This is an optimization exercise on Yosys and OpenROAD, whose aim is small area, not a production implementation. Function was checked by simulation only, so behaviour that the tests miss may differ from the original. The flow treats the clock pin as an ideal source, which a real chip does not have. Power and IR drop assume default switching activity.

### config.mk
export PLATFORM = sky130hd
export DESIGN_NAME = top_FSM_LightStand_PWM
export DESIGN_NICKNAME = top_FSM_LightStand_PWM
export VERILOG_FILES = /design/flow/design.v
export SDC_FILE = /design/flow/constraint.sdc
export NUM_CORES = 4
export LEC_CHECK = 0
export CAP_MARGIN = 20
export CORE_MARGIN = 2
export CORE_UTILIZATION = 40
export SLEW_MARGIN = 20
### constraint.sdc
create_clock -name core_clock -period 10.0 [get_ports {i_clk}]
set_input_delay 2.0000 -clock core_clock [delete_from_list [all_inputs] [get_ports {i_clk}]]
set_output_delay 2.0000 -clock core_clock [all_outputs]
set_load 0.01 [all_outputs]
### design.v
`timescale 1ns / 1ps
module top_FSM_LightStand_PWM(
    input i_clk, i_reset,
    input [2:0] i_button,
    output o_light
    );
    localparam integer B0 = 0, B1 = 13, BP = 26, BC = 27, B2 = 37;
    localparam [12:0] CNT_OFS  = 13'd128;
    localparam [12:0] CNT_END  = CNT_OFS + 13'd5000;
    localparam [12:0] CNT_SEEN = 13'b1010000001000;
    localparam [9:0]  PWM_OFS  = 10'd1;
    localparam [9:0]  PWM_END  = PWM_OFS + 10'd999;
    localparam [9:0]  PWM_SEEN = 10'b1111101000;
    reg [6:0] r_div;
    wire w_tick = (r_div[5:0] == 6'b100011);
    wire w_pwm_step = (r_div[4:0] == 5'b01101);
    always @(posedge i_clk or posedge i_reset) begin
        if (i_reset) r_div <= 7'd12;
        else r_div <= {r_div[5:0], r_div[6] ^ r_div[0] ^ w_tick};
    end
    reg [49:0] r_ring;
    reg [2:0] r_carry;       
    reg [2:1] r_pushed;      
    reg [2:0] r_level;       
    reg r_light;
    wire [12:0] w_cnt0 = r_ring[B0+12:B0];
    wire [12:0] w_cnt1 = r_ring[B1+12:B1];
    wire [12:0] w_cnt2 = r_ring[B2+12:B2];
    wire [9:0]  w_pwm  = r_ring[BC+9:BC];
    wire [2:0]  w_p    = {r_pushed, r_ring[BP]};
    wire [2:0] w_full = {
        (w_cnt2 & CNT_SEEN) == (CNT_END & CNT_SEEN),
        (w_cnt1 & CNT_SEEN) == (CNT_END & CNT_SEEN),
        (w_cnt0 & CNT_SEEN) == (CNT_END & CNT_SEEN)};
    wire w_pwm_full = (w_pwm & PWM_SEEN) == (PWM_END & PWM_SEEN);
    wire [2:0] w_diff = i_button ^ w_p;
    wire [2:0] w_flip = {3{w_tick}} & w_diff & w_full;    
    wire [2:0] w_inc  = {3{w_tick}} & w_diff & ~w_full;
    wire [2:0] w_rel  = w_flip & w_p;                     
    wire w_pwm_clr = w_tick & w_pwm_full;
    wire [2:0] w_cin = r_carry | w_inc | {2'b00, w_pwm_step};
    wire [2:0] w_ain = {r_ring[B2], r_ring[B1], r_ring[B0]};
    wire [2:0] w_sum = w_ain ^ w_cin;
    localparam [12:0] CNT_CHG = CNT_END ^ CNT_OFS;
    localparam [9:0]  PWM_CHG = PWM_END ^ (PWM_OFS - 10'd1);
    localparam [49:0] CHG = {CNT_CHG, PWM_CHG, 1'b0, CNT_CHG, CNT_CHG};
    localparam [49:0] VAL = {CNT_OFS, PWM_OFS - 10'd1, 1'b0, CNT_OFS, CNT_OFS};
    wire [49:0] w_clr = {{13{w_flip[2]}}, {10{w_pwm_clr}}, 1'b0, {13{w_flip[1]}}, {13{w_flip[0]}}};
    wire [49:0] w_in = {w_sum[0], r_ring[49:B2+1], w_sum[2], r_ring[B2-1:B1+1],
                        w_sum[1], r_ring[B1-1:1]};
    wire [49:0] w_next;
    genvar g;
    generate for (g = 0; g < 50; g = g + 1) begin : sh
        localparam integer S = (g + 1) % 50;    
        if (S == BP)
            assign w_next[g] = r_ring[BP] ^ w_flip[0];
        else if (CHG[S])
            assign w_next[g] = w_clr[S] ? VAL[S] : w_in[g];
        else
            assign w_next[g] = w_in[g];
    end endgenerate
    function lt_const(input [9:0] a, input [9:0] k);
        integer i;
        reg lt, eq;
        begin
            lt = 1'b0; eq = 1'b1;
            for (i = 9; i >= 0; i = i - 1) begin
                if (k[i]) begin
                    lt = lt | (eq & ~a[i]);
                    eq = eq & a[i];
                end else
                    eq = eq & ~a[i];
            end
            lt_const = lt;
        end
    endfunction
    reg [2:0] w_lnext;
    always @(*) begin
        w_lnext = r_level;
        if (w_rel[0])
            case (r_level)
                3'd0: w_lnext = 3'd1;
                3'd1: w_lnext = 3'd2;
                3'd2: w_lnext = 3'd3;
                default: w_lnext = 3'd4;
            endcase
        else if (w_rel[1])
            case (r_level)
                3'd4: w_lnext = 3'd3;
                3'd3: w_lnext = 3'd2;
                3'd2: w_lnext = 3'd1;
                default: w_lnext = 3'd0;
            endcase
        else if (w_rel[2])
            w_lnext = 3'd0;
    end
    reg w_y;
    always @(*) begin
        case (r_level)
            3'd1: w_y = lt_const(w_pwm, PWM_OFS + 10'd300);
            3'd2: w_y = lt_const(w_pwm, PWM_OFS + 10'd600);
            3'd3: w_y = lt_const(w_pwm, PWM_OFS + 10'd800);
            3'd4: w_y = ~w_pwm_full;
            default: w_y = 1'b0;
        endcase
    end
    localparam [49:0] TICK0 = {CNT_OFS, PWM_OFS + 10'd1, 1'b0, CNT_OFS, CNT_OFS};
    localparam [49:0] RESET = {TICK0[0], TICK0[49:1]};
    always @(posedge i_clk or posedge i_reset) begin
        if (i_reset) begin
            r_ring <= RESET;
            r_carry <= 3'd0;
            r_pushed <= 2'b00;
            r_level <= 3'd0;
            r_light <= 1'b0;
        end else begin
            r_ring <= w_next;
            r_carry <= w_cin & w_ain;
            r_pushed <= r_pushed ^ w_flip[2:1];
            r_level <= w_lnext;
            if (w_tick) r_light <= w_y;
        end
    end
    assign o_light = r_light;
endmodule
### flow/run.sh
#!/bin/bash
# The standard layout with these changes:
# - after the standard synthesis, every combinational cell gets its smallest
#   drive strength (flow/downsize.py); the placement resizer sizes up what
#   needs it;
# - CTS without dummy clock loads, with clkbuf_4;
# - port buffers of the smallest buffer cell.
set -euo pipefail
bash standard.sh synth > synth.log 2>&1
R=orfs/results/$FLOW_PLATFORM/top_FSM_LightStand_PWM/base
python3 flow/downsize.py $R/1_2_yosys.v \
  $FLOW_HOME/platforms/sky130hd/lib/sky130_fd_sc_hd__tt_025C_1v80.lib > downsize.log 2>&1
bash standard.sh \
  "CTS_ARGS=-sink_clustering_enable -repair_clock_nets -dont_use_dummy_load -buf_list sky130_fd_sc_hd__clkbuf_4 -sink_clustering_size 32 -sink_clustering_max_diameter 100" \
  "BUFFER_PORTS_ARGS=-buffer_cell sky130_fd_sc_hd__buf_1" \
  finish > standard.log 2>&1
### flow/downsize.py
"""Give every combinational cell of the synthesized netlist its smallest
drive strength; the placement resizer sizes up what needs it."""
import re, sys
lib = open(sys.argv[2]).read()
area = {m.group(1): float(m.group(2)) for m in re.finditer(
    r'cell\s*\(\s*"?(sky130_fd_sc_hd__\w+?)"?\s*\)\s*\{.*?area\s*:\s*([\d.]+)', lib, re.S)}
dont = set(sys.argv[3].split()) if len(sys.argv) > 3 else set()
fam = {}
for c in area:
    m = re.match(r'(sky130_fd_sc_hd__\w+)_(\d+)$', c)
    if m and c not in dont:
        fam.setdefault(m.group(1), []).append(c)
def smallest(c):
    m = re.match(r'(sky130_fd_sc_hd__\w+)_(\d+)$', c)
    if not m or m.group(1).split('__')[1].startswith(('df', 'sdf', 'edf', 'dl', 'conb')):
        return c
    opts = fam.get(m.group(1), [c])
    return min(opts, key=lambda x: (area[x], x != c))
src = open(sys.argv[1]).read()
n = 0
def sub(m):
    global n
    new = smallest(m.group(2))
    n += new != m.group(2)
    return m.group(1) + new
out = re.sub(r'^(\s*)(sky130_fd_sc_hd__\w+)(?=\s)', sub, src, flags=re.M)
open(sys.argv[1], 'w').write(out)
print(f"downsized {n} cells")
### standard.sh
#!/bin/bash
# synth_recipe.tcl (not shown) runs the flow's synth.tcl, then flattens the netlist and writes it again
# the make line also repeats each setting of config.mk as NAME=value (left out here)
make -C /OpenROAD-flow-scripts/flow DESIGN_CONFIG=/design/flow/config.mk WORK_HOME=/design/flow/orfs CLKGATE_MAP_FILE= SYNTH_SCRIPT=/design/flow/synth_recipe.tcl "${@:-finish}"
==> results of run 1 <==
## power groups by stage
stage | combinational (mW) | sequential [mW] | clock, mW
detailed placement | 0.00836 | 0.274 | 0
finish | 0.00792 | 0.269 | 0.116
CTS | 0.00843 | 0.269 | 0.123
floorplan | 0.00581 | 0.274 | 0
global route | 0.00962 | 0.269 | 0.139
global placement | 0.00809 | 0.274 | 0
## per-layer routing
layer | track usage (%) | wire length, um
met1 | 17.1 | 1590
met2 | 19.1 | 1540
met3 | 7.24 | 161
met4 | 5.79 | 50
met5 | 0 | 0
## cell type report
type / count / area [um2] / area share, %
sequential: 66 / 1660 / 69.2
multi-input combinational: 81 / 536 / 22.3
tap: 72 / 90.1 / 3.76
clock buffer: 9 / 67.6 / 2.82
timing repair buffer: 6 / 26.3 / 1.10
inverter: 5 / 18.8 / 0.783
## worst reg2reg max path, delay by kind of cell (launching register included)
family	cells	cell delay [ns]
AO/OA/AOI/OAI	2	0.33
adder cells (fa/ha/maj)	1	0.38
flip-flops	1	0.39
multiplexers	1	0.27
AND/OR/NAND/NOR	4	1.28
## sequential cells by signal, summed over array words and instances, names as in the netlist
name	flops
r_pushed	2
r_carry	3
r_ring	50
r_light	1
r_level	3
r_div	7
## path summary, 6_finish.rpt
check                               startpoint                     end  slack [ns]  cells past startpoint
max                                i_button[0]  r_level[0]$_DFFE_PP0P_        6.62                      8
min                        r_ring[2]$_DFF_PP0_     r_ring[1]$_DFF_PP0_        0.34                      0
max reg2reg                 r_div[3]$_DFF_PP1_  r_level[0]$_DFFE_PP0P_        7.22                      8
min reg2reg                r_ring[2]$_DFF_PP0_     r_ring[1]$_DFF_PP0_        0.34                      0
max in group asynchronous              i_reset    r_ring[31]$_DFF_PP0_        7.70                      3
min in group asynchronous              i_reset    r_carry[0]$_DFF_PP0_        1.80                      3
## stage by stage
step | util, % | hold slack, ns | power (mW) | cells
floorplan | - | 0.331 | 0.279 | 155
global placement | 42.8 | 0.332 | 0.282 | 230
detailed placement | 42.8 | 0.335 | 0.282 | 230
CTS | 44.1 | 0.343 | 0.400 | 239
global route | 44.1 | 0.349 | 0.418 | 239
finish | 44.1 | 0.340 | 0.393 | 239
==> impl.org, run 1 <==
** Drt
- Per-cell routed wire length :: 14.0 um
- For this run, design rule violations remaining after detail routing come to 0.
- DRT Pass-1 Iters :: 4
- Post-route ant nets :: 0
- Number of vias after detailed routing :: roughly 1200
- Vias/cell :: 4.86
- For this block, the initial DRC count from the detailed router was 54.
- Total routed wirelength :: around 3300 um

** Timing
- At the pin with the least slew margin, the transition time is 0.764 ns.
- Setup TNS Final :: 0 ns
- The worst path in the final design needs a cycle of between 3 and 4 ns, including I/O delays and setup.
- Relative slew slack :: between 40% and 50%
- Static timing analysis puts the maximum clock frequency at about 300 MHz.
- Final hold violations :: 0
- The max-slew violation count was 0.
- Post-layout worst setup margin :: about 6.6 ns
- The final critical path takes up 33.8% of the cycle.
- Number of failing setup endpoints in the final timing report :: 0
- Setup repair after global routing left no endpoint under its margin.
- Clock skew on the completed layout was measured at around 0.027 ns.

** Pwr
- The internal portion of the total power is ~0.31 mW.
- Switch share :: about 21%
- Leakage power total :: 1.18 nW
- Combinational Power Share :: ~2.0%
- Relative contribution of sequential cells to total power :: 68.4%
- Clock network fraction of total power :: 29.6%
- For this design the ratio of total power to cell area is between 150 and 200 nW/um2.
- The worst-case IR drop observed on VDD is around 0.000090 V.
- Psw :: 0.0814 mW

** Finish
- With fillers left out, the area of the finished cells amounts to roughly 2400 um2.
- Net count, final :: 180
- 0 antenna diodes ended up in the layout.
- Counting the fill cells in the layout gives around 500.
- P&R area growth vs syn :: 7.76%
- Commonest non-fill, non-tap cell in the layout :: sky130_fd_sc_hd__dfrtp_1
- Commonest cells after routing, fill and taps aside :: sky130_fd_sc_hd__dfrtp_1, sky130_fd_sc_hd__nor2b_1, sky130_fd_sc_hd__nor2_1
- Layout cells sized above 1 :: around 11%

** Floorplan
- Top-Level Pins :: 6
- In this run the horizontal extent of the chip is approximately 79 um.
- From bottom edge to top edge, the die measures 78.6 um.
- Area of the die :: 6170 um2
- Number of placement rows :: 27
- Starting utilization of the core area :: 40.9%
- Core Footprint :: approximately 5400 um2

** Worst setup path
- Worst Setup Start Kind :: input pin
- The number of buffers and inverters on the critical path is 1.
- STA puts the critical path data arrival time at about 3.6 ns.
- In this design, the stage delay of the slowest critical-path cell is a little under 0.4 ns.
- Slowest CP cell :: sky130_fd_sc_hd__nor3_1
- STA classifies the critical path endpoint as a flop.
- Walking the worst path, the cells encountered are buf_1 -> xnor2_1 -> nor3_1 -> ha_1 -> nor2_1 -> mux2_2 -> a221oi_1 -> a21oi_1.
- The critical path in this run is classified as in2reg.
- Family with the most delay on the worst path :: simple AND/OR/NAND/NOR gates
- CP max FO :: 7
- At the worst endpoint, the required time is slightly above 10 ns.

** Yosys
- Counting every net in the synthesized netlist gives 166.
- Synth Warn # :: 1
- Post-synthesis cell count :: around 160
- Total standard cell area after synthesis :: ~2200 um2
- Dividing the synthesized area by the synthesized cell count gives 14.4 um2.

** Clock network
- Maximum clock insertion buffer count :: 2
- The number of clock buffers added by TritonCTS is 9.
- CTS Hold Buffers Added :: 0
- The tree is rooted in a sky130_fd_sc_hd__clkbuf_4.
- Count of clock tree sinks :: 66
- In this run the post-CTS setup repair buffer count came out at 0.
- For the worst-skew pair, the clock arrives at the later sink with an insertion delay of a little over 0.4 ns.
- The number of gates resized after CTS was 0.
- The H-tree was split into 3 levels.
- Clock-pin slew on the worst setup and hold paths :: ~0.09 ns
- TritonCTS built the clock tree.

** GRT
- For this run, the total global-route usage over all layers was measured as between 10% and 20%.
- Global routing finished with a remaining overflow of 0.
- The number of global-route vias before repair came to approximately 1200.
- Wire length of the first global-routing pass :: about 6000 um
- The number of antenna violations at the first check in global routing came to 0.
- Entering global routing, the biggest net connects 67 pins.

** Placed design
- HPWL after detailed placement :: around 2100 um
- Number of buffers added on ports :: 5
- Placed standard-cell area :: approximately 2300 um2
- Prior to clock tree synthesis, the placed netlist has a worst setup slack of between 6 and 7 ns.
- RD Place Congestion :: around 0.86

** Status
- Run status :: complete, no violations

** Min path
- In this run the worst hold path is classified as reg2reg.

** Flow run
- The tool flagged a number of max-cap violations equal to 0.
==> run 2: changes to the inputs <==
--- a/flow/run.sh
+++ b/flow/run.sh
@@ -5,3 +5,5 @@
 #   needs it;
-# - CTS without dummy clock loads, with clkbuf_4;
+# - the clock tree is four clkbuf_8 driven by the clock port, one per
+#   quarter of the registers (flow/pre_cts.tcl, run before CTS, which then
+#   has nothing left to do);
 # - port buffers of the smallest buffer cell.
@@ -13,3 +15,4 @@
 bash standard.sh \
-  "CTS_ARGS=-sink_clustering_enable -repair_clock_nets -dont_use_dummy_load -buf_list sky130_fd_sc_hd__clkbuf_4 -sink_clustering_size 32 -sink_clustering_max_diameter 100" \
+  "PRE_CTS_TCL=$PWD/flow/pre_cts.tcl" \
+  "CTS_ARGS=-clk_nets i_clk -dont_use_dummy_load -buf_list sky130_fd_sc_hd__clkbuf_1" \
   "BUFFER_PORTS_ARGS=-buffer_cell sky130_fd_sc_hd__buf_1" \
==> flow/pre_cts.tcl (new file) <==
# The clock tree: the clock port drives four clkbuf_8, each of which drives
# the registers of one quarter of the placed design (split at the median x,
# then each half at its median y). Run before CTS, which then finds only the
# port's net, with its four buffers, and leaves it alone.
set block [ord::get_db_block]
set clk_net [$block findNet i_clk]
set master [[ord::get_db] findMaster sky130_fd_sc_hd__clkbuf_8]
set sinks {}
foreach iterm [$clk_net getITerms] {
  set loc [[$iterm getInst] getLocation]
  lappend sinks [list $iterm [lindex $loc 0] [lindex $loc 1]]
}
set sinks [lsort -real -index 1 $sinks]
set half [expr {[llength $sinks] / 2}]
set groups {}
foreach part [list [lrange $sinks 0 [expr {$half - 1}]] [lrange $sinks $half end]] {
  set part [lsort -real -index 2 $part]
  set q [expr {[llength $part] / 2}]
  lappend groups [lrange $part 0 [expr {$q - 1}]] [lrange $part $q end]
}
set i 0
foreach group $groups {
  set buf [odb::dbInst_create $block $master clkbuf_leaf_$i]
  set net [odb::dbNet_create $block clknet_leaf_$i]
  $net setSigType CLOCK
  set sx 0; set sy 0
  foreach s $group {
    set iterm [lindex $s 0]
    $iterm disconnect
    $iterm connect $net
    set sx [expr {$sx + [lindex $s 1]}]
    set sy [expr {$sy + [lindex $s 2]}]
  }
  [$buf findITerm A] connect $clk_net
  [$buf findITerm X] connect $net
  set n [llength $group]
  $buf setLocation [expr {int($sx / $n)}] [expr {int($sy / $n)}]
  $buf setPlacementStatus PLACED
  puts "clock buffer $i drives $n registers"
  incr i
}
detailed_placement
==> run 2 against run 1 <==
  * Global-route usage fell by 1.2 points
  * Power decreased by 1.0%
  * Sequential power is essentially flat
  * Synthesized cell count stayed put
  * Clock power is 3% lower
  * Worst setup slack gained 0.13 ns
  * Combinational power hardly changed
  * First-iteration DRC count increased by 19%
  * Clock skew shrank 0.021 ns
  * Die area unchanged
  * Critical endpoint unchanged
  * Largest cell class unchanged
==> impl.org, run 2 <==
** Pwr
- Switch share :: 20.1% (-0.59 points)
- Psw :: 0.0783 mW (-3.9%)
- The share of power burned in registers is 69.1% (+0.7 points).
- The static leakage was 1.18 nW (-0.77%).
- The combinational fraction of design power is 2.0% (about the same).
- Clock network fraction of total power :: 28.9% (-0.7 points)
- The internal power came to 0.311 mW (-0.31%).
- The highest ir drop seen on vdd was 0.0000984 V (+8.9%).
- PD cells :: 162 nW/um2 (-0.99%)

** Worst setup path
- The worst stage delay on the critical path was 0.39 ns (about the same).
- The largest individual stage delay along the critical path comes from the cell sky130_fd_sc_hd__nor3_1.
- The endpoint arrival time on the critical path was 3.63 ns (about the same).
- Critical Path Sink Type :: flop
- Worst Setup Start Kind :: input pin
- Worst R2R Path Depth :: 8 (unchanged)
- CP max FO :: 7 (unchanged)
- Tracing the worst setup path back leads to its startpoint at i_button[0].
- Cell-by-cell listing of the critical path :: buf_1 -> xnor2_1 -> nor3_1 -> ha_1 -> nor2_1 -> mux2_2 -> a221oi_1 -> a21oi_1
- Worst path required time :: 10.39 ns (+0.12 ns)
- In this run the critical register-to-register path is captured at r_level[0]$_DFFE_PP0P_.
- The internal reg-to-reg setup slack came to 7.25 ns (+0.03 ns).
- Kind of critical path :: in2reg
- The worst register-to-register path begins at r_div[3]$_DFF_PP1_.

** Floorplan
- The horizontal extent of the die came to 78.6 um (unchanged).
- Area of the die :: 6170 um2 (unchanged)
- Core Footprint :: 5440 um2 (unchanged)
- The initial cell density of the core came to 40.9% (unchanged).
- Top-Level Pins :: 6 (unchanged)
- The number of standard-cell rows in the floorplan is 27 (unchanged).
- The floorplan die height was 78.6 um (unchanged).

** Yosys
- Synth Warn # :: 1 (unchanged)
- Syn_area_per_cell :: 14.4 um2 (unchanged)
- Synthesized net count :: 166 (unchanged)
- Post-synthesis cell count :: 155 (unchanged)
- The cell area after synthesis is 2220 um2 (unchanged).

** Min path
- Class of the tightest hold or removal check :: reg2reg
- Number of cells on the worst hold path :: 0 (unchanged)
- In this run the most critical hold path is launched from r_ring[2]$_DFF_PP0_.
- Hold path endpoint :: r_ring[1]$_DFF_PP0_

** Timing
- The worst-margin pin slew came to 0.763 ns (-0.00116 ns).
- Number of failing setup endpoints in the final timing report :: 0 (unchanged)
- Setup repair after global routing left no endpoint under its margin.
- The post-route setup TNS is 0 ns (unchanged).
- Final hold violations :: 0 (unchanged)
- The max-slew violation count came to 0 (unchanged).
- Post-layout min period :: 3.24 ns (-0.134 ns)
- Relative slew slack :: 49.2% (+0.077 points)
- The maximum frequency from static timing analysis came to 309 MHz (+4.1%).
- The post-route fraction of the period consumed by the critical path is 32.4% (-1.3 points).
- Clock Skews :: 0.00632 ns (-0.0206 ns)

** Finish
- In the layout the commonest cells are sky130_fd_sc_hd__dfrtp_1, sky130_fd_sc_hd__nor2b_1, sky130_fd_sc_hd__nor2_1.
- The library cell used most frequently in the layout, excluding fill and tap cells, is sky130_fd_sc_hd__dfrtp_1.
- Max reg flops :: 50 (unchanged)
- The share of final-layout standard cells stronger than drive strength 1 was 8.48% (-2.9 points).
- Final cell count without fillers :: 237 (-0.84%)
- Registers with the most flip-flops :: r_ring (50), r_div (7)
- Net count, final :: 178 (-1.1%)
- P&R area growth vs syn :: 7.71% (about the same)
- r_ring holds more flip-flops than any other register.
- Antenna Diode Count :: 0 (unchanged)
- The utilization after layout is 44.1% (about the same).

** GRT
- Total overflow reported by the global router :: 0 (unchanged)
- Pin count of the biggest net entering global routing :: 67 (unchanged)
- The number of global-route vias before repair came to 1217 (-0.25%).
- The number of antenna violations at the first check in global routing was 0 (unchanged).
- The overall fraction of global-route tracks in use came to 12.3% (-1.2 points).
- The first-pass GRT wire length came to 5920 um (-1.5%).

** Clock network
- The number of CTS-inserted buffers is 3 (-6).
- The CTS clock-pin slew for the worst setup and hold paths is 0.10 ns (about the same).
- Source-to-sink clock delay at the later pin of the worst-skew pair :: 0.51 ns (+0.10 ns)
- The number of buffers inserted for hold repair after clock tree synthesis is 0 (unchanged).
- The number of buffers inserted by post-CTS setup repair is 0 (unchanged).
- CTS tree :: done
- Number of gates given a new drive strength after cts :: 0 (unchanged)

** Flow run
- Maximum Capacitance Violations :: 0 (unchanged)

** Drt
- The average wire per standard cell was 13.6 um (-2.6%).
- The number of DRC violations after detailed routing is 0 (unchanged).
- Total routed wirelength :: 3230 um (-3.5%)
- The initial detailed-routing violation count is 64 (+19%).
- Number of vias after detailed routing :: 1135 (-2.2%)
- DRT Pass-1 Iters :: 4 (unchanged)
- Vias/cell :: 4.79 (-1.4%)
- The remaining number of nets flagged by the antenna check after routing is 0 (unchanged).

** Placed design
- RD Place Congestion :: 0.862 (unchanged)
- HPWL after detailed placement :: 2100 um (unchanged)
- Instance count after placement with tap cells included :: 230 (unchanged)
- Number of buffers added on ports :: 5 (unchanged)

** Status
- Run status :: complete, no violations
## run 2: how the worst max path moves through the flow
stage	endpoint	slack [ns]	depth (start not counted)
3_5_place_dp	r_level[0]$_DFFE_PP0P_	6.22	8
6_report	r_level[0]$_DFFE_PP0P_	6.76	8
5_1_grt	r_level[0]$_DFFE_PP0P_	6.62	8
4_1_cts	r_level[0]$_DFFE_PP0P_	6.80	8
3_3_place_gp	r_level[0]$_DFFE_PP0P_	6.35	8
2_1_floorplan	r_carry[0]$_DFF_PP0_	6.36	1
## run 2: layout make-up, clock buffers not listed
cell class              instances  area, um2
fillers                       480       3040
repair buffers                  6       26.3
well taps                      72       90.1
multi-input cells              81        536
inverters                       5       18.8
plain buffers                   4       55.1
flip-flops and latches         66       1660
## run 2: power by group through the flow
stage,clock (mW),sequential [mW],combinational [mW]
after floorplan,0,0.274,0.00581
after global placement,0,0.274,0.00809
after detailed placement,0,0.274,0.00836
after CTS,0.119,0.269,0.00843
after global routing,0.136,0.269,0.00962
final,0.112,0.269,0.00790
## run 2: routing by layer
metal	share of wire, %	GRT usage, %	vias to the layer above	routed length [um]
met5	0	0	-	0
met4	0.71	4.74	0	23
met3	4.1	2.87	2	132
met2	47	18.5	20	1520
met1	48	17.3	566	1560
li1	-	-	547	-
## run 2: per-stage QoR
step,setup WS (ns),cell area (um2),power (mW),hold slack [ns]
finish,6.76,2400,0.389,0.347
global route,6.62,2400,0.415,0.360
CTS,6.80,2400,0.396,0.354
detailed placement,6.22,2330,0.282,0.335
global placement,6.35,2330,0.282,0.332
floorplan,6.36,2220,0.279,0.331
## run 2: worst max-delay path, delay by kind of cell
kind / cells / cell delay [ns]
mux: 1 / 0.27
simple gates: 2 / 0.45
buf+inv: 1 / 0.08
fa+ha+maj: 1 / 0.37
xor+xnor: 1 / 0.13
compound gates: 2 / 0.33
==> run 3: changes to the inputs <==
--- a/flow/run.sh
+++ b/flow/run.sh
@@ -2,2 +2,5 @@
 # The standard layout with these changes:
+# - the standard synthesis maps the logic with an area-oriented ABC script
+#   (flow/abc_map.script in place of ORFS's abc_speed.script; everything
+#   else in synthesis is unchanged);
 # - after the standard synthesis, every combinational cell gets its smallest
@@ -5,8 +8,11 @@
 #   needs it;
-# - the clock tree is four clkbuf_8 driven by the clock port, one per
-#   quarter of the registers (flow/pre_cts.tcl, run before CTS, which then
-#   has nothing left to do);
+# - the clock tree is a clkbuf_2 that drives four clkbuf_8, one per quarter
+#   of the registers (flow/pre_cts.tcl, run before CTS, which then has
+#   nothing left to do);
 # - port buffers of the smallest buffer cell.
 set -euo pipefail
-bash standard.sh synth > synth.log 2>&1
+rm -rf scripts_abc
+cp -r "$FLOW_HOME/scripts" scripts_abc
+cp flow/abc_map.script scripts_abc/abc_speed.script
+bash standard.sh "SCRIPTS_DIR=$PWD/scripts_abc" synth > synth.log 2>&1
 R=orfs/results/$FLOW_PLATFORM/top_FSM_LightStand_PWM/base
==> flow/abc_map.script (new file) <==
&get -n
&st
&dch -f
&nf -R 1000
&put
--- a/flow/pre_cts.tcl
+++ b/flow/pre_cts.tcl
@@ -1,5 +1,6 @@
-# The clock tree: the clock port drives four clkbuf_8, each of which drives
-# the registers of one quarter of the placed design (split at the median x,
-# then each half at its median y). Run before CTS, which then finds only the
-# port's net, with its four buffers, and leaves it alone.
+# The clock tree: the clock port drives one clkbuf_2, which drives four
+# clkbuf_8, each of which drives the registers of one quarter of the placed
+# design (split at the median x, then each half at its median y). Run before
+# CTS, which then finds the port's net with a single sink and leaves it
+# alone.
 set block [ord::get_db_block]
@@ -13,9 +14,22 @@
 set sinks [lsort -real -index 1 $sinks]
-set half [expr {[llength $sinks] / 2}]
+set nleaf 3
 set groups {}
-foreach part [list [lrange $sinks 0 [expr {$half - 1}]] [lrange $sinks $half end]] {
-  set part [lsort -real -index 2 $part]
-  set q [expr {[llength $part] / 2}]
-  lappend groups [lrange $part 0 [expr {$q - 1}]] [lrange $part $q end]
+set total [llength $sinks]
+for {set k 0} {$k < $nleaf} {incr k} {
+  set lo [expr {($k * $total) / $nleaf}]
+  set hi [expr {(($k + 1) * $total) / $nleaf - 1}]
+  lappend groups [lrange $sinks $lo $hi]
 }
+set root [odb::dbInst_create $block [[ord::get_db] findMaster sky130_fd_sc_hd__clkbuf_2] clkbuf_root]
+set root_net [odb::dbNet_create $block clknet_root]
+$root_net setSigType CLOCK
+[$root findITerm A] connect $clk_net
+[$root findITerm X] connect $root_net
+set rx 0; set ry 0
+foreach s $sinks {
+  set rx [expr {$rx + [lindex $s 1]}]
+  set ry [expr {$ry + [lindex $s 2]}]
+}
+$root setLocation [expr {int($rx / [llength $sinks])}] [expr {int($ry / [llength $sinks])}]
+$root setPlacementStatus PLACED
 set i 0
@@ -33,3 +47,3 @@
   }
-  [$buf findITerm A] connect $clk_net
+  [$buf findITerm A] connect $root_net
   [$buf findITerm X] connect $net
==> run 3 against run 2 <==
  * Still clean
  * Cell count decreased by 2.1%
  * Synthesized cell count is 1.9% lower
  * Sequential power barely moved
  * Fmax increased by 5.2%
  * Cell area is 1.9% lower
  * Worst setup slack improved by 0.16 ns
  * First-iteration DRC count up 69%
  * Power down 4.0%
  * Via count is 0.26% higher
  * Clock skew rose by 0.0046 ns
  * Combinational power is 0.8% lower
  * Synthesized area is 1.6% lower
  * Critical path type unchanged
==> impl.org, run 3 <==
** Clock network
- The CTS clock-pin slew for the worst setup and hold paths came to 0.12 ns (+0.02 ns).
- The number of buffers inserted by post-CTS setup repair was 0 (unchanged).
- The number of buffers inserted for hold repair after clock tree synthesis was 0 (unchanged).
- The post-cts repair resize count is 0 (unchanged).
- The clock insertion delay at the later pin of the skew report came to 0.36 ns (-0.15 ns).

** Worst setup path
- Worst setup path startpoint :: i_button[0]
- The worst setup path is captured at a flop.
- The cell count along the critical path came to 7 (-1).
- The endpoint identified for the worst register-to-register timing path is r_level[1]$_DFFE_PP0P_.
- Worst Setup Start Kind :: input pin
- Worst R2R Path Depth :: 7 (-1)
- CP max FO :: 6 (-1)
- Startpoint of the lowest-slack register-to-register path :: r_div[2]$_DFF_PP1_
- Cell type with the highest occurrence count on the critical path :: sky130_fd_sc_hd__nor3_1
- R2R setup slack :: 7.61 ns (+0.36 ns)
- In this design, the largest share of critical-path delay is due to simple AND/OR/NAND/NOR gates.
- The slowest stage of the critical path is the sky130_fd_sc_hd__nor3_1 cell.
- The buffering stage count on the worst path with inverters included is 1 (unchanged).
- The worst stage delay on the critical path is 0.42 ns (+0.03 ns).
- The data required time at the worst endpoint came to 10.24 ns (-0.15 ns).
- Data arrival time of the critical path :: 3.32 ns (-0.31 ns)
- Kind of critical path :: in2reg
- The signal on the critical path passes through buf_1 -> xnor2_1 -> nor3_1 -> ha_1 -> nor3_1 -> a22oi_1 -> o21ai_0.
- Critical path capture point :: r_level[1]$_DFFE_PP0P_

** Floorplan
- Area of the die :: 6080 um2 (-1.5%)
- Height of the chip :: 78.0 um (-0.75%)
- The I/O pin count was 6 (unchanged).
- The core area was 5200 um2 (-4.3%).
- Number of placement rows :: 26 (-3.7%)
- The initial cell density of the core was 42.1% (+1.2 points).
- The horizontal extent of the die is 78.0 um (-0.75%).

** Status
- Run status :: complete, no violations

** Placed design
- HPWL after detailed placement :: 2050 um (-2.7%)
- The number of buffers inserted by port buffering came to 5 (unchanged).
- RD Place Congestion :: 0.783 (-9.2%)
- Pre-CTS worst setup slack :: 6.52 ns (+0.302 ns)

** GRT
- The overall fraction of global-route tracks in use is 10.8% (-1.5 points).
- Total overflow reported by the global router :: 0 (unchanged)
- The pin count of the biggest net entering global routing is 67 (unchanged).
- Antenna violations before repair :: 0 (unchanged)
- Wire length of the first global-routing pass :: 5530 um (-6.7%)
- Number of global-route vias before repair :: 1143 (-6.1%)

** Yosys
- Of all flip-flops after synthesis, the portion carrying an async set or reset was between 90% and 100%.
- The count of synthesis-stage warnings from yosys is 1 (unchanged).
- By area the synthesized netlist is led by sky130_fd_sc_hd__dfrtp_1, sky130_fd_sc_hd__dfstp_2, sky130_fd_sc_hd__ha_1.
- Share of the synthesized area in compound gates (AO/OA/AOI/OAI) :: approximately 5.7%
- After synthesis, the largest family of logic cells by area is simple AND/OR/NAND/NOR gates.
- Register bit total from synthesis :: between 60 and 70
- In this run the biggest area consumer among cell types represents 68.6% of the synthesized area.
- Syn_area_per_cell :: 14.4 um2 (+0.37%)
- Counting flops with a built-in enable in the synthesized netlist gives 0.
- After Yosys synthesis, full adders, half adders and majority gates account for around 3.4% of the synthesized area.
- Multiplexer share of the synthesized area :: 0%
- Summed over all instances, the cell type with the most area after synthesis is sky130_fd_sc_hd__dfrtp_1.
- In the synthesized netlist the dominant register cell turns out to be sky130_fd_sc_hd__dfrtp_1.
- Yosys cell types :: 27
- The total nets after synthesis was 163 (-1.8%).
- Ranking of synthesized cells by instance count :: sky130_fd_sc_hd__dfrtp_1, sky130_fd_sc_hd__nand2_1, sky130_fd_sc_hd__nor2_1, sky130_fd_sc_hd__nor2b_1, sky130_fd_sc_hd__o21ai_0
- Post-synthesis share of cell area spent on and, or, nand and nor gates :: 12.9%
- Post-synthesis cell count :: 152 (-1.9%)
- The cell area after synthesis is 2190 um2 (-1.6%).
- Summing the areas of all xor and xnor instances in the mapped netlist gives ~2.0% of the synthesized area.
- Proportion of synthesized chip area in sequential cells :: 75.8%
- The most common cell in the synthesized netlist is sky130_fd_sc_hd__dfrtp_1.

** Finish
- The area growth from synthesis to layout is 7.31%.
- The share of final-layout standard cells stronger than drive strength 1 was 7.41% (-1.1 points).
- Max reg flops :: 50 (unchanged)
- The library cell used most frequently in the layout, excluding fill and tap cells, is sky130_fd_sc_hd__dfrtp_1.
- Net count, final :: 175 (-1.7%)
- The largest registers in the layout are r_ring (50), r_div (7).
- Commonest cells after routing, fill and taps aside :: sky130_fd_sc_hd__dfrtp_1, sky130_fd_sc_hd__nand2_1, sky130_fd_sc_hd__nor2_1, sky130_fd_sc_hd__nor2b_1, sky130_fd_sc_hd__o21ai_0
- Number of fill cells :: 476 (-0.83%)
- Counting flops per register, the top entry is r_ring.
- The number of diodes is 0 (unchanged).

** Timing
- The max-slew violation count is 0 (unchanged).
- The number of failing hold endpoints at the final stage came to 0 (unchanged).
- Relative slew slack :: 48.0% (-1.2 points)
- The post-route clock skew was 0.0109 ns (+0.00456 ns).
- Setup repair after global routing missed its margin :: no
- The final worst setup slack came to 6.92 ns (+0.160 ns).
- Upper clock frequency limit :: 325 MHz (+5.2%)
- The post-route fraction of the period consumed by the critical path came to 30.8% (-1.6 points).
- Number of failing setup endpoints in the final timing report :: 0 (unchanged)
- Tightest Pin Transition :: 0.780 ns (+0.0175 ns)
- The minimum clock period after layout was 3.08 ns (-0.160 ns).
- The post-route setup TNS is 0 ns (unchanged).

** Drt
- Number of vias after detailed routing :: 1138 (+0.26%)
- Vias/cell :: 4.91 (+2.4%)
- The average wire per standard cell was 13.5 um (-1.1%).
- The remaining number of nets flagged by the antenna check after routing is 0 (unchanged).
- Residual DRC :: 0 (unchanged)
- The initial detailed-routing violation count is 108 (+69%).
- The total length of routed wires came to 3130 um (-3.2%).
- DRT Pass-1 Iters :: 4 (unchanged)

** Flow run
- Maximum Capacitance Violations :: 0 (unchanged)

** Pwr
- The static leakage came to 1.20 nW (+1.9%).
- PD cells :: 159 nW/um2 (-2.2%)
- Worst supply voltage drop on vdd :: 0.000125 V (+27%)

** Min path
- The cell depth of the worst hold path came to 0 (unchanged).
- Class of the tightest hold or removal check :: reg2reg
-- run 3: cells by family after synthesis --
kind of cell / count (synthesis)
AOI/OAI and AO/OA: 19
DFF: 66
xor gates and xnor gates: 5
and+or+nand+nor: 55
adders and majority gates: 6
buffers and inverters: 1
-- run 3: routing by layer --
layer	vias to the layer above	track usage (%)	share of wire (%)
met5	-	0	0
met4	0	1.58	1.2
met3	4	1.63	4.1
met2	25	16.8	47
met1	578	16.7	48
li1	531	-	-
-- run 3: area by class of cell --
cell class | count | area, um2 | share of cell area, %
sequential | 66 | 1660 | 70.6
multi-input combinational | 85 | 527 | 22.4
tap | 70 | 87.6 | 3.73
timing repair buffer | 6 | 26.3 | 1.12
buffer | 4 | 46.3 | 1.97
inverter | 1 | 3.75 | 0.160
-- run 3: worst min path at each step --
stage                                    start              endpoint
after floorplan            r_ring[1]$_DFF_PP0_   r_ring[0]$_DFF_PP0_
after global placement     r_ring[8]$_DFF_PP0_   r_ring[7]$_DFF_PP0_
after detailed placement  r_ring[21]$_DFF_PP0_  r_ring[20]$_DFF_PP0_
after CTS                 r_ring[21]$_DFF_PP0_  r_ring[20]$_DFF_PP0_
after global routing      r_ring[21]$_DFF_PP0_  r_ring[20]$_DFF_PP0_
final                     r_ring[21]$_DFF_PP0_  r_ring[20]$_DFF_PP0_
-- run 3: report_power, final --
group          leakage (nW)  switching [mW]  internal [mW]
Sequential            0.888        0.000702          0.268
Combinational         0.284         0.00602        0.00182
Clock                0.0257          0.0662         0.0302
Total                  1.20          0.0730          0.300
-- run 3: stage by stage --
stage / util (%) / instances / hold WS, ns / instance area [um2] / total power, mW
after global placement: 44.3 / 228 / 0.335 / 2300 / 0.282
after floorplan: - / 152 / 0.331 / 2190 / 0.280
final: 45.1 / 232 / 0.349 / 2350 / 0.373
after global routing: 45.1 / 232 / 0.370 / 2350 / 0.392
after detailed placement: 44.3 / 228 / 0.335 / 2300 / 0.282
after CTS: 45.1 / 232 / 0.335 / 2350 / 0.357
==> run 4: changes to the inputs <==
--- a/design.v
+++ b/design.v
@@ -10,5 +10,5 @@
     localparam [12:0] CNT_SEEN = 13'b1010000001000;
-    localparam [9:0]  PWM_OFS  = 10'd1;
+    localparam [9:0]  PWM_OFS  = 10'd4;
     localparam [9:0]  PWM_END  = PWM_OFS + 10'd999;
-    localparam [9:0]  PWM_SEEN = 10'b1111101000;
+    localparam [9:0]  PWM_SEEN = 10'b1111101011;
     reg [6:0] r_div;
--- a/config.mk
+++ b/config.mk
@@ -9,3 +9,3 @@
 export CORE_MARGIN = 2
-export CORE_UTILIZATION = 40
+export CORE_UTILIZATION = 60
 export SLEW_MARGIN = 20
==> run 4 against run 3 <==
  * Synthesized area decreased by 0.40%
  * Routed wire length increased by 1.9%
  * Via count fell by 0.26%
  * Worst hold slack improved by 0.011 ns
  * Sequential power is essentially flat
  * Worst setup slack improved by 0.064 ns
  * First-iteration DRC count down 13%
  * Critical endpoint unchanged
==> impl.org, run 4 <==
** Status
- The run finished with no timing, DRC or antenna violations.

** Floorplan
- Height of the chip :: 64.3 um (-18%)
- The I/O pin count was 6 (unchanged).
- The area of the die was 4130 um2 (-32%).
- The number of standard-cell rows in the floorplan was 21 (-19%).
- The core area came to 3420 um2 (-34%).
- Horizontal extent of the die :: 64.3 um (-18%)
- Starting utilization of the core area :: 63.8% (+22 points)

** Finish
- In the final layout, the registers with the most flip-flops are r_ring (50), r_div (7).
- Register with the most flip-flops :: r_ring
- Layout cells sized above 1 :: 7.93% (+0.52 points)
- Compared with the post-synthesis result, the final layout area differs by 5.97%.
- The number of diodes is 0 (unchanged).
- Max reg flops :: 50 (unchanged)
- Commonest cells after routing, fill and taps aside :: sky130_fd_sc_hd__dfrtp_1, sky130_fd_sc_hd__nand2_1, sky130_fd_sc_hd__nor2_1, sky130_fd_sc_hd__nor2b_1, sky130_fd_sc_hd__dfstp_2
- Net count, final :: 177 (+1.1%)
- The final cell count without fillers is 210 (-9.5%).
- Commonest non-fill, non-tap cell in the layout :: sky130_fd_sc_hd__dfrtp_1
- Final cell utilization of the core :: 67.7% (+23 points)

** Yosys
- Ranking of synthesized cells by instance count :: sky130_fd_sc_hd__dfrtp_1, sky130_fd_sc_hd__nand2_1, sky130_fd_sc_hd__nor2_1, sky130_fd_sc_hd__nor2b_1, sky130_fd_sc_hd__dfstp_2
- The sequential fraction of the synthesis area came to 76.1% (+0.36 points).
- The total nets after synthesis is 165 (+1.2%).
- In the synthesized netlist the dominant register cell turns out to be sky130_fd_sc_hd__dfrtp_1.
- Yosys cell types :: 26 (-3.7%)
- Library cell with the largest summed area after synthesis :: sky130_fd_sc_hd__dfrtp_1
- Top cell type's share of synthesized area :: 67.7% (-0.87 points)
- The number of enable flip-flop cells after synthesis came to 0 (unchanged).
- The count of synthesis-stage warnings from yosys is 1 (unchanged).
- The synthesized instance count came to 154 (+1.3%).
- Top cells by area in the synthesized netlist :: sky130_fd_sc_hd__dfrtp_1, sky130_fd_sc_hd__dfstp_2, sky130_fd_sc_hd__ha_1
- The most common cell in the synthesized netlist is sky130_fd_sc_hd__dfrtp_1.
- Fraction of registers with async set or reset after synthesis :: 100% (unchanged)
- The post-synthesis register bit count is 66 (unchanged).
- The synthesized area divided by synthesized cell count came to 14.2 um2 (-1.7%).
- The cell area after synthesis is 2180 um2 (-0.40%).

** Drt
- Residual DRC :: 0 (unchanged)
- The routed via count came to 1135 (-0.26%).
- The average wire per standard cell was 15.2 um (+13%).
- Vias/cell :: 5.40 (+10%)
- The total length of routed wires came to 3190 um (+1.9%).
- DRT Pass-1 Iters :: 4 (unchanged)
- Drt initial violations :: 94 (-13%)
- Post-route ant nets :: 0 (unchanged)

** Clock network
- Setup Buffers After CTS :: 0 (unchanged)
- Source-to-sink clock delay at the later pin of the worst-skew pair :: 0.36 ns (about the same)
- CTS Hold Buffers Added :: 0 (unchanged)
- Clock-pin slew on the worst setup and hold paths :: 0.12 ns (about the same)
- The post-cts repair resize count came to 0 (unchanged).

** GRT
- The number of antenna violations at the first check in global routing was 0 (unchanged).
- The met2 layer usage reported by global route was 29.2% (+12 points).
- Met3 global-route usage :: 2.29% (+0.66 points)
- The first-pass GRT wire length came to 5800 um (+5.0%).
- The number of global-route vias before repair is 1216 (+6.4%).
- The global-route met1 utilization came to 26.4% (+9.7 points).
- Pin count of the biggest net entering global routing :: 67 (unchanged)
- Top Usage Layer GRT :: met2
- The global-route congestion overflow total was 0 (unchanged).
- Total GRT Usage :: 17.6% (+6.8 points)

** Placed design
- The placed instance count is 206 (-9.6%).
- Number of buffers added on ports :: 5 (unchanged)
- The post-DP HPWL came to 2180 um (+6.7%).
- The final RePlAce weighted congestion was 0.848 (+8.4%).

** Timing
- Total count of max-transition violations in the final report :: 0 (unchanged)
- The post-route fraction of the period consumed by the critical path was 30.2% (-0.64 points).
- The post-route clock skew was 0.00521 ns (-0.00567 ns).
- The minimum clock period after layout is 3.02 ns (-0.0642 ns).
- The number of failing hold endpoints at the final stage is 0 (unchanged).
- The worst-margin pin slew was 0.753 ns (-0.0269 ns).
- The post-route setup TNS is 0 ns (unchanged).
- Number of failing setup endpoints in the final timing report :: 0 (unchanged)
- Setup repair after global routing left no endpoint under its margin.
- The relative max-transition margin was 49.8% (+1.8 points).
- Upper clock frequency limit :: 331 MHz (+2.1%)

** Min path
- The min-delay analysis places its worst path in the category reg2reg.
- The startpoint identified for the worst hold timing path is r_ring[14]$_DFF_PP0_.
- The cell depth of the worst hold path came to 0 (unchanged).
- For hold timing, the worst endpoint is r_ring[13]$_DFF_PP0_.

** Worst setup path
- Crit path largest cell delay :: 0.30 ns (-0.12 ns)
- Kind of critical path :: in2reg
- In this run the critical register-to-register path is launched from r_div[2]$_DFF_PP1_.
- Slowest CP cell :: sky130_fd_sc_hd__ha_1
- The worst register-to-register path ends at r_level[1]$_DFFE_PP0P_.
- Worst setup path startpoint :: i_button[0]
- Worst path required time :: 10.25 ns (about the same)
- The count of cells along the worst register-to-register path is 7 (unchanged).
- Worst Setup Start Kind :: input pin
- Data arrival time of the critical path :: 3.27 ns (-0.05 ns)
- Cell-by-cell listing of the critical path :: buf_1 -> xor2_1 -> nand2_1 -> nor2_1 -> ha_1 -> nor3_1 -> a22oi_1 -> o21ai_0
- CP max FO :: 6 (unchanged)
- The worst setup path is captured at a flop.
- R2R setup slack :: 7.72 ns (+0.11 ns)

** Pwr
- The share of power burned in registers was 72.3% (+0.3 points).
- The proportion of total power due to net switching came to 19.3% (-0.23 points).
- Combinational Power Share :: 1.8% (-0.3 points)
- The total power draw came to 0.370 mW (-0.78%).
- The fraction of power consumed by the clock network came to 25.9% (about the same).
- Psw :: 0.0716 mW (-1.9%)
- The areal power density over the cells is 160 nW/um2 (+0.89%).
- The highest ir drop seen on vdd came to 0.000130 V (+3.9%).
- The static leakage came to 1.17 nW (-2.4%).
- Internal Pwr Total :: 0.299 mW (-0.50%)

** Flow run
- Maximum Capacitance Violations :: 0 (unchanged)
[run 4: cell count changes after synthesis, moves of 2 or more]
cell                      previous run  this run
sky130_fd_sc_hd__nand2_1            13        19
sky130_fd_sc_hd__a21oi_1             2         4
sky130_fd_sc_hd__o21ai_0             7         5
sky130_fd_sc_hd__xnor2_1             4         2
sky130_fd_sc_hd__xor2_1              1         3
[run 4: routing by layer]
layer | wire length [um] | vias to the layer above
li1 | - | 535
met1 | 1500 | 573
met2 | 1500 | 23
met3 | 160 | 4
met4 | 36 | 0
met5 | 0 | -
[run 4: cell type report]
| class | count | area, um2 |
|---|---|---|
| well taps | 46 | 57.6 |
| repair buffers | 6 | 26.3 |
| plain buffers | 4 | 46.3 |
| multi-input cells | 87 | 517 |
| inverters | 1 | 3.75 |
| fillers | 254 | 1100 |
| flip-flops and latches | 66 | 1660 |
[run 4: cells by family after synthesis]
| group | after synthesis | synth area share, % |
|---|---|---|
| buf+inv | 1 | 0.172 |
| fa+ha+maj | 6 | 3.44 |
| simple gates | 60 | 13.7 |
| flops | 66 | 76.1 |
| compound gates | 16 | 4.53 |
| xor+xnor | 5 | 2.01 |
[run 4: worst max path at each step]
stage / endpoint / cells past startpoint
finish: r_level[1]$_DFFE_PP0P_ / 8
CTS: r_level[1]$_DFFE_PP0P_ / 8
detailed placement: r_level[1]$_DFFE_PP0P_ / 8
global route: r_level[1]$_DFFE_PP0P_ / 8
floorplan: r_level[1]$_DFFE_PP0P_ / 7
global placement: r_level[1]$_DFFE_PP0P_ / 8
[run 4: through the flow]
stage / hold slack [ns] / setup slack, ns / area, um2
final: 0.360 / 6.98 / 2310
after floorplan: 0.331 / 6.90 / 2180
after global routing: 0.369 / 6.80 / 2310
after CTS: 0.335 / 6.60 / 2310
after global placement: 0.331 / 6.71 / 2260
after detailed placement: 0.335 / 6.60 / 2260
[run 4: critical path, delay by kind of cell]
family,cells,cell delay (ns)
AO/OA/AOI/OAI,2,0.24
XOR/XNOR,1,0.20
adder cells (fa/ha/maj),1,0.30
buffers and inverters,1,0.10
AND/OR/NAND/NOR,3,0.43
[run 4: power groups by stage]
stage	clock network, mW	logic [mW]	registers (mW)
after floorplan	0	0.00486	0.273
after global placement	0	0.00689	0.273
after detailed placement	0	0.00714	0.273
after CTS	0.0745	0.00716	0.273
after global routing	0.110	0.00810	0.268
final	0.0960	0.00671	0.268
==> run 5: changes to the inputs <==
--- a/config.mk
+++ b/config.mk
@@ -9,3 +9,3 @@
 export CORE_MARGIN = 2
-export CORE_UTILIZATION = 60
+export CORE_UTILIZATION = 70
 export SLEW_MARGIN = 20
==> run 5 against run 4 <==
  * Cell count is 6.2% lower
  * Largest cell class unchanged
  * Highest routed layer unchanged
  * Cell area is 0.70% lower
  * Clock skew is 0.0082 ns higher
  * First-iteration DRC count is 68% lower
  * Routed wire length is 2.8% lower
  * Critical endpoint unchanged
  * Worst setup slack better by 0.022 ns
  * Still clean on timing, DRC and antenna
==> impl.org, run 5 <==
** Timing
- The final worst setup slack came to 7.00 ns (+0.0218 ns).
- Final period utilization :: 30.0% (-0.22 points)
- Tightest Pin Transition :: 0.752 ns (-0.000914 ns)
- Final hold violations :: 0 (unchanged)
- Post-layout min period :: 3.00 ns (-0.0218 ns)
- Setup TNS Final :: 0 ns (unchanged)
- Total count of max-transition violations in the final report :: 0 (unchanged)
- Number of failing setup endpoints in the final timing report :: 0 (unchanged)
- The relative max-transition margin was 49.8% (+0.061 points).
- The maximum frequency from static timing analysis is 334 MHz (+0.73%).
- The post-route clock skew was 0.0134 ns (+0.00820 ns).
- The tightest hold margin came to 0.359 ns (-0.00140 ns).
- Setup repair after global routing missed its margin :: no

** Clock network
- The number of buffers inserted for hold repair after clock tree synthesis came to 0 (unchanged).
- The clock insertion delay at the later pin of the skew report came to 0.35 ns (about the same).
- The post-cts repair resize count was 0 (unchanged).
- Clock-pin slew on the worst setup and hold paths :: 0.12 ns (about the same)
- The number of buffers inserted by post-CTS setup repair came to 0 (unchanged).

** Drt
- Vias/cell :: 5.73 (+6.0%)
- Number of vias after detailed routing :: 1129 (-0.53%)
- The total length of routed wires is 3100 um (-2.8%).
- Drt initial violations :: 30 (-68%)
- Post-route ant nets :: 0 (unchanged)
- Residual DRC :: 0 (unchanged)
- Per-cell routed wire length :: 15.7 um (+3.6%)
- DRT Pass-1 Iters :: 4 (unchanged)

** Worst setup path
- The data required time at the worst endpoint was 10.24 ns (about the same).
- Crit path largest cell delay :: 0.30 ns (about the same)
- For this design, the slowest cell found on the critical path is sky130_fd_sc_hd__ha_1.
- Kind of critical path :: in2reg
- Number of buffer and inverter instances along the worst setup path :: 1 (unchanged)
- The internal reg-to-reg setup slack was 7.76 ns (+0.04 ns).
- CP max FO :: 6 (unchanged)
- STA classifies the critical path endpoint as a flop.
- The kind of cell with the highest combined delay along the critical path is simple AND/OR/NAND/NOR gates.
- The worst setup path is launched from an input pin.
- Data arrival time of the critical path :: 3.24 ns (-0.03 ns)
- The signal on the critical path passes through buf_1 -> xor2_1 -> nand2_1 -> nor2_1 -> ha_1 -> nor3_1 -> a22oi_1 -> o21ai_0.

** Yosys
- The synthesized area divided by synthesized cell count is 14.2 um2 (unchanged).
- The proportion of netlist area held by the largest area contributor was 67.7% (unchanged).
- The total nets after synthesis is 165 (unchanged).
- Yosys cell types :: 26 (unchanged)
- Most common flop cell mapped by yosys :: sky130_fd_sc_hd__dfrtp_1
- Count of flip-flops with a built-in enable after synthesis :: 0 (unchanged)
- Top cells by area in the synthesized netlist :: sky130_fd_sc_hd__dfrtp_1, sky130_fd_sc_hd__dfstp_2, sky130_fd_sc_hd__ha_1
- Library cell with the largest summed area after synthesis :: sky130_fd_sc_hd__dfrtp_1
- The share of async-settable or async-resettable flops after synthesis came to 100% (unchanged).
- Ranking of synthesized cells by instance count :: sky130_fd_sc_hd__dfrtp_1, sky130_fd_sc_hd__nand2_1, sky130_fd_sc_hd__nor2_1, sky130_fd_sc_hd__nor2b_1, sky130_fd_sc_hd__dfstp_2
- The post-synthesis register bit count is 66 (unchanged).
- Most frequent cell after synthesis :: sky130_fd_sc_hd__dfrtp_1
- The count of synthesis-stage warnings from yosys came to 1 (unchanged).
- Post-synthesis cell count :: 154 (unchanged)
- The sequential fraction of the synthesis area is 76.1% (unchanged).
- The cell area after synthesis was 2180 um2 (unchanged).

** Floorplan
- Area of the die :: 3580 um2 (-13%)
- Top-Level Pins :: 6 (unchanged)
- Core Footprint :: 3000 um2 (-12%)
- The floorplan die height came to 59.8 um (-7.0%).
- Horizontal extent of the die :: 59.8 um (-7.0%)
- Number of placement rows :: 20 (-4.8%)
- The initial cell density of the core is 72.6% (+8.8 points).

** Pwr
- PD cells :: 161 nW/um2 (+0.50%)
- Leakage power total :: 1.17 nW (unchanged)
- Worst supply voltage drop on vdd :: 0.000118 V (-9.0%)
- The total power draw came to 0.370 mW (-0.21%).

** Finish
- Registers with the most flip-flops :: r_ring (50), r_div (7)
- The share of final-layout standard cells stronger than drive strength 1 is 7.93% (unchanged).
- Final cell count without fillers :: 197 (-6.2%)
- The utilization after layout is 76.4% (+8.8 points).
- Compared with the post-synthesis result, the final layout area differs by 5.22%.
- Antenna Diode Count :: 0 (unchanged)
- The library cells used most frequently in the layout, excluding fill and tap cells, are sky130_fd_sc_hd__dfrtp_1, sky130_fd_sc_hd__nand2_1, sky130_fd_sc_hd__nor2_1, sky130_fd_sc_hd__nor2b_1, sky130_fd_sc_hd__dfstp_2.
- The final net count came to 177 (unchanged).
- Register with the most flip-flops :: r_ring
- Commonest non-fill, non-tap cell in the layout :: sky130_fd_sc_hd__dfrtp_1
- Non-Filler Cell Area, Final :: 2290 um2 (-0.70%)
- Max reg flops :: 50 (unchanged)

** Status
- Run status :: complete, no violations

** GRT
- The overall fraction of global-route tracks in use was 19.2% (+1.6 points).
- The global-route congestion overflow total came to 0 (unchanged).
- Wire length of the first global-routing pass :: 5230 um (-9.9%)
- Pin count of the biggest net entering global routing :: 67 (unchanged)
- The number of antenna violations at the first check in global routing was 0 (unchanged).
- Number of global-route vias before repair :: 1145 (-5.8%)

** Placed design
- Number of buffers added on ports :: 5 (unchanged)
- The instance area after placement is 2250 um2 (-0.72%).
- The placed instance count was 193 (-6.3%).
- The post-DP HPWL came to 2130 um (-2.6%).
- The worst setup timing slack at the placement stage came to 6.64 ns (+0.0435 ns).
- RD Place Congestion :: 0.722 (-15%)

** Flow run
- The max-cap check violation count was 0 (unchanged).

** Min path
- Class of the tightest hold or removal check :: reg2reg
-- run 5: cell counts after synthesis --
No cell type changed its count.
-- run 5: worst paths after layout --
kind / from / cells past startpoint / end
setup reg to reg: r_div[2]$_DFF_PP1_ / 7 / r_level[1]$_DFFE_PP0P_
setup / recovery: i_button[0] / 8 / r_level[1]$_DFFE_PP0P_
max in group asynchronous: i_reset / 3 / r_ring[14]$_DFF_PP0_
hold / removal: r_ring[17]$_DFF_PP0_ / 0 / r_ring[16]$_DFF_PP0_
hold reg to reg: r_ring[17]$_DFF_PP0_ / 0 / r_ring[16]$_DFF_PP0_
min in group asynchronous: i_reset / 3 / r_carry[0]$_DFF_PP0_
-- run 5: cell families after synthesis --
logic type | count (synthesis) | synth area share [%]
flops | 66 | 76.1
fa+ha+maj | 6 | 3.44
compound gates | 16 | 4.53
simple gates | 60 | 13.7
buf+inv | 1 | 0.172
xor+xnor | 5 | 2.01
-- run 5: layout make-up --
type,count,area (um2)
Buffer,4,46.3
Inverter,1,3.75
Tap cell,33,41.3
Timing Repair Buffer,6,26.3
Multi-Input combinational cell,87,517
Fill cell,193,708
Sequential cell,66,1660
-- run 5: worst register-to-register path: cells and delay by family (launching register included) --
kind | cells | cell delay [ns]
AOI/OAI and AO/OA | 2 | 0.24
adders and majority gates | 1 | 0.28
DFF | 1 | 0.40
and+or+nand+nor | 4 | 1.23
-- run 5: report_power, final --
group	internal [mW]	switching (mW)	total, mW
logic	0.00121	0.00544	0.00664
clock network	0.0303	0.0650	0.0953
registers	0.267	0.000247	0.268
-- run 5: per-layer routing --
layer  vias to the layer above  global-route usage [%]  share of wire, %
met3                         2                    1.30               1.9
met5                         -                       0                 0
li1                        533                       -                 -
met2                        14                    34.2                51
met4                         0                    1.59              0.55
met1                       580                    27.4                47
==> run 6: changes to the inputs <==
--- a/design.v
+++ b/design.v
@@ -10,5 +10,5 @@
     localparam [12:0] CNT_SEEN = 13'b1010000001000;
-    localparam [9:0]  PWM_OFS  = 10'd4;
+    localparam [9:0]  PWM_OFS  = 10'd1;
     localparam [9:0]  PWM_END  = PWM_OFS + 10'd999;
-    localparam [9:0]  PWM_SEEN = 10'b1111101011;
+    localparam [9:0]  PWM_SEEN = 10'b1111101000;
     reg [6:0] r_div;
--- a/flow/pre_cts.tcl
+++ b/flow/pre_cts.tcl
@@ -14,9 +14,8 @@
 set sinks [lsort -real -index 1 $sinks]
-set nleaf 3
+set half [expr {[llength $sinks] / 2}]
 set groups {}
-set total [llength $sinks]
-for {set k 0} {$k < $nleaf} {incr k} {
-  set lo [expr {($k * $total) / $nleaf}]
-  set hi [expr {(($k + 1) * $total) / $nleaf - 1}]
-  lappend groups [lrange $sinks $lo $hi]
+foreach part [list [lrange $sinks 0 [expr {$half - 1}]] [lrange $sinks $half end]] {
+  set part [lsort -real -index 2 $part]
+  set q [expr {[llength $part] / 2}]
+  lappend groups [lrange $part 0 [expr {$q - 1}]] [lrange $part $q end]
 }
--- a/config.mk
+++ b/config.mk
@@ -9,3 +9,3 @@
 export CORE_MARGIN = 2
-export CORE_UTILIZATION = 70
+export CORE_UTILIZATION = 40
 export SLEW_MARGIN = 20
==> run 6 against run 5 <==
  * Largest power group unchanged
  * Highest routed layer unchanged
  * Die area is 70% higher
  * Register-to-register slack worse by 0.15 ns
  * Sequential power hardly changed
  * Clock skew is 0.0043 ns lower
  * Still clean on timing, DRC and antenna
  * Largest cell class unchanged
  * Utilization is 31 points lower
==> impl.org, run 6 <==
** Yosys
- Most frequent cell after synthesis :: sky130_fd_sc_hd__dfrtp_1
- The multiplexer share of the synthesized area was 0% (unchanged).
- The distinct cell type count after synthesis is 27 (+3.8%).
- The total nets after synthesis was 163 (-1.2%).
- Share of the synthesized area in compound gates (AO/OA/AOI/OAI) :: 5.71% (+1.2 points)
- The synthesized area divided by synthesized cell count was 14.4 um2 (+1.7%).
- Main combinational cell family by area after synthesis :: simple AND/OR/NAND/NOR gates
- Proportion of synthesized chip area in sequential cells :: 75.8% (-0.36 points)
- Fraction of registers with async set or reset after synthesis :: 100% (unchanged)
- Ranking of synthesized cells by instance count :: sky130_fd_sc_hd__dfrtp_1, sky130_fd_sc_hd__nand2_1, sky130_fd_sc_hd__nor2_1, sky130_fd_sc_hd__nor2b_1, sky130_fd_sc_hd__o21ai_0
- Most common flop cell mapped by yosys :: sky130_fd_sc_hd__dfrtp_1
- The synthesized instance count is 152 (-1.3%).
- The number of enable flip-flop cells after synthesis came to 0 (unchanged).
- The post-synthesis register bit count came to 66 (unchanged).
- Top cells by area in the synthesized netlist :: sky130_fd_sc_hd__dfrtp_1, sky130_fd_sc_hd__dfstp_2, sky130_fd_sc_hd__ha_1
- XOR/XNOR share of the synthesized area :: 2.00% (-0.0080 points)
- The share of synthesized cell area in and, or, nand and nor gates is 12.9% (-0.80 points).
- Total standard cell area after synthesis :: 2190 um2 (+0.40%)
- The adder-cell share of the synthesized area was 3.43% (-0.014 points).
- Synth Warn # :: 1 (unchanged)
- Library cell with the largest summed area after synthesis :: sky130_fd_sc_hd__dfrtp_1
- Top cell type's share of synthesized area :: 68.6% (+0.87 points)

** GRT
- Total GRT Usage :: 11.0% (-8.2 points)
- The first-pass GRT wire length was 5550 um (+6.2%).
- Pin count of the biggest net entering global routing :: 67 (unchanged)
- The global-route congestion overflow total came to 0 (unchanged).
- Number of global-route vias before repair :: 1151 (+0.52%)
- Antenna violations before repair :: 0 (unchanged)

** Worst setup path
- The slowest stage of the critical path belongs to the cell sky130_fd_sc_hd__nor3_1.
- Worst flop-to-flop path endpoint :: r_level[1]$_DFFE_PP0P_
- Family with the most delay on the worst path :: simple AND/OR/NAND/NOR gates
- The data required time at the worst endpoint is 10.30 ns (+0.06 ns).
- Data arrival time of the critical path :: 3.33 ns (+0.09 ns)
- Kind of critical path :: in2reg
- The maximum fanout encountered on the critical timing path is 6 (unchanged).
- Among the stages of the critical path, the cell type that occurs most often is sky130_fd_sc_hd__nor3_1.
- Startpoint of the lowest-slack register-to-register path :: r_div[2]$_DFF_PP1_
- The worst stage delay on the critical path was 0.42 ns (+0.12 ns).
- The critical path goes through buf_1 -> xnor2_1 -> nor3_1 -> ha_1 -> nor3_1 -> a22oi_1 -> o21ai_0.
- Critical Path Sink Type :: flop
- STA classifies the critical path startpoint as an input pin.
- R2R setup slack :: 7.61 ns (-0.15 ns)
- Worst R2R Path Depth :: 7 (unchanged)
- Number of buffer and inverter instances along the worst setup path :: 1 (unchanged)

** Finish
- The library cell used most frequently in the layout, excluding fill and tap cells, is sky130_fd_sc_hd__dfrtp_1.
- The number of diodes was 0 (unchanged).
- The final net count was 176 (-0.56%).
- The share of final-layout standard cells stronger than drive strength 1 was 7.98% (+0.049 points).
- Max reg flops :: 50 (unchanged)
- Commonest cells after routing, fill and taps aside :: sky130_fd_sc_hd__dfrtp_1, sky130_fd_sc_hd__nand2_1, sky130_fd_sc_hd__nor2_1, sky130_fd_sc_hd__nor2b_1, sky130_fd_sc_hd__o21ai_0
- Register with the most flip-flops :: r_ring
- The largest registers in the layout are r_ring (50), r_div (7).
- The final cell area excluding filler cells is 2360 um2 (+3.0%).
- The final-layout fill cell count was 472 (+140%).
- P&R area growth vs syn :: 7.94%

** Pwr
- Worst supply voltage drop on vdd :: 0.000109 V (-7.2%)
- Overall power consumption :: 0.387 mW (+4.6%)
- PD cells :: 164 nW/um2 (+1.6%)
- The static leakage came to 1.20 nW (+3.0%).

** Min path
- The path with the worst hold slack has its endpoint at r_ring[17]$_DFF_PP0_.
- The cell depth of the worst hold path was 0 (unchanged).
- Source of the worst hold timing path :: r_ring[18]$_DFF_PP0_
- Class of the tightest hold or removal check :: reg2reg

** Placed design
- Number of buffers added on ports :: 5 (unchanged)
- RD Place Congestion :: 0.783 (+8.5%)
- The post-DP HPWL was 2050 um (-3.8%).
- The instance area after placement is 2300 um2 (+2.4%).

** Floorplan
- Area of the die :: 6080 um2 (+70%)
- The horizontal extent of the die came to 78.0 um (+30%).
- Starting utilization of the core area :: 42.1% (-31 points)
- Core Footprint :: 5200 um2 (+73%)
- The floorplan die height is 78.0 um (+30%).
- The I/O pin count is 6 (unchanged).
- Number of placement rows :: 26 (+30%)

** Drt
- Per-cell routed wire length :: 13.6 um (-14%)
- Drt initial violations :: 94 (+210%)
- The post-detailed-route via-to-cell ratio was 4.92 (-14%).
- The total length of routed wires was 3170 um (+2.2%).
- DRT Pass-1 Iters :: 4 (unchanged)
- The routed via count was 1146 (+1.5%).
- Residual DRC :: 0 (unchanged)
- The remaining number of nets flagged by the antenna check after routing is 0 (unchanged).

** Timing
- Post-layout min period :: 3.03 ns (+0.0353 ns)
- Relative slew slack :: 48.5% (-1.4 points)
- Setup repair after global routing left no endpoint under its margin.
- The tightest hold margin is 0.348 ns (-0.0114 ns).
- Upper clock frequency limit :: 330 MHz (-1.2%)
- Final period utilization :: 30.3% (+0.35 points)
- The number of setup violations in the final report came to 0 (unchanged).
- The post-route setup TNS was 0 ns (unchanged).
- The number of failing hold endpoints at the final stage was 0 (unchanged).
- The post-route clock skew came to 0.00909 ns (-0.00432 ns).
- The max-slew violation count is 0 (unchanged).
- Tightest Pin Transition :: 0.773 ns (+0.0205 ns)

** Clock network
- CTS Hold Buffers Added :: 0 (unchanged)
- The post-cts repair resize count was 0 (unchanged).
- The CTS clock-pin slew for the worst setup and hold paths was 0.10 ns (-0.02 ns).
- Source-to-sink clock delay at the later pin of the worst-skew pair :: 0.41 ns (+0.06 ns)
- The number of buffers inserted by post-CTS setup repair was 0 (unchanged).

** Status
- Run status :: complete, no violations

** Flow run
- Maximum Capacitance Violations :: 0 (unchanged)
[run 6: area by class of cell]
cell class | count | area (um2) | share of cell area, %
Buffer | 5 | 60.1 | 2.54
Inverter | 1 | 3.75 | 0.159
Multi-Input combinational cell | 85 | 527 | 22.3
Sequential cell | 66 | 1660 | 70.2
Tap cell | 70 | 87.6 | 3.71
Timing Repair Buffer | 6 | 26.3 | 1.11
[run 6: power breakdown]
group	switching (mW)	total [mW]	internal, mW	leakage (nW)
registers	0.000707	0.269	0.268	0.888
logic	0.00598	0.00781	0.00183	0.284
clock network	0.0716	0.110	0.0384	0.0329
[run 6: worst max path at each step]
stage / startpoint / to / slack, ns / depth (start not counted)
after floorplan: i_button[0] / r_level[0]$_DFFE_PP0P_ / 6.82 / 6
after global placement: i_button[0] / r_level[1]$_DFFE_PP0P_ / 6.64 / 7
after detailed placement: i_button[0] / r_level[1]$_DFFE_PP0P_ / 6.52 / 7
after CTS: i_button[0] / r_level[1]$_DFFE_PP0P_ / 6.51 / 7
after global routing: i_button[0] / r_level[1]$_DFFE_PP0P_ / 6.83 / 7
final: i_button[0] / r_level[1]$_DFFE_PP0P_ / 6.97 / 7
[run 6: metal layers]
layer | global-route usage [%] | part of all wire [%]
met1 | 17.0 | 47
met5 | 0 | 0
met2 | 16.6 | 47
met4 | 2.81 | 2.1
met3 | 1.51 | 4.0
[run 6: logic make-up after synthesis]
logic type	after synthesis
AO/OA/AOI/OAI	19
XOR/XNOR	5
adder cells (fa/ha/maj)	6
buffers and inverters	1
flip-flops	66
AND/OR/NAND/NOR	55
[run 6: stage by stage]
stage               util [%]  std cells  setup WS, ns
floorplan                  -        152          6.82
global placement        44.3        228          6.64
detailed placement      44.3        228          6.52
CTS                     45.4        233          6.51
global route            45.4        233          6.83
finish                  45.4        233          6.97

==> afterwards: timing with drivers on the ports <==
How much do the figures lean on ideal ports? The routed layouts below were timed once more, with nothing changed but the port constraints.
Step 1 sets driving cells, clkbuf_16 on the clock port and buf_2 on the other inputs (assumed; they add their load-dependent delay and slew).
Step 2 also shifts input and output timing later by t, the mid clock arrival at the registers, as if the neighbouring blocks saw the same clock.
Slacks: no drivers / after step 1 / after step 2; pairs: no drivers / after step 1.
run	t, ns	setup WS [ns]	worst setup path after step 2	pins driven straight from the clock port
run 1	0.418	6.625 / 6.630 / 6.211	input to register	1
run 2	0.526	6.759 / 6.762 / 6.235	input to register	1
run 3	0.376	6.919 / 6.914 / 6.539	input to register	1
run 4	0.380	6.983 / 6.978 / 6.599	input to register	1
run 5	0.362	7.005 / 7.004 / 6.641	input to register	1
run 6	0.433	6.969 / 6.965 / 6.532	input to register	1
After both steps setup and hold are still met in every run listed. For run 2, which loses most, drivers alone change the setup slack by +0.003 ns; drivers and shift together by -0.524 ns.
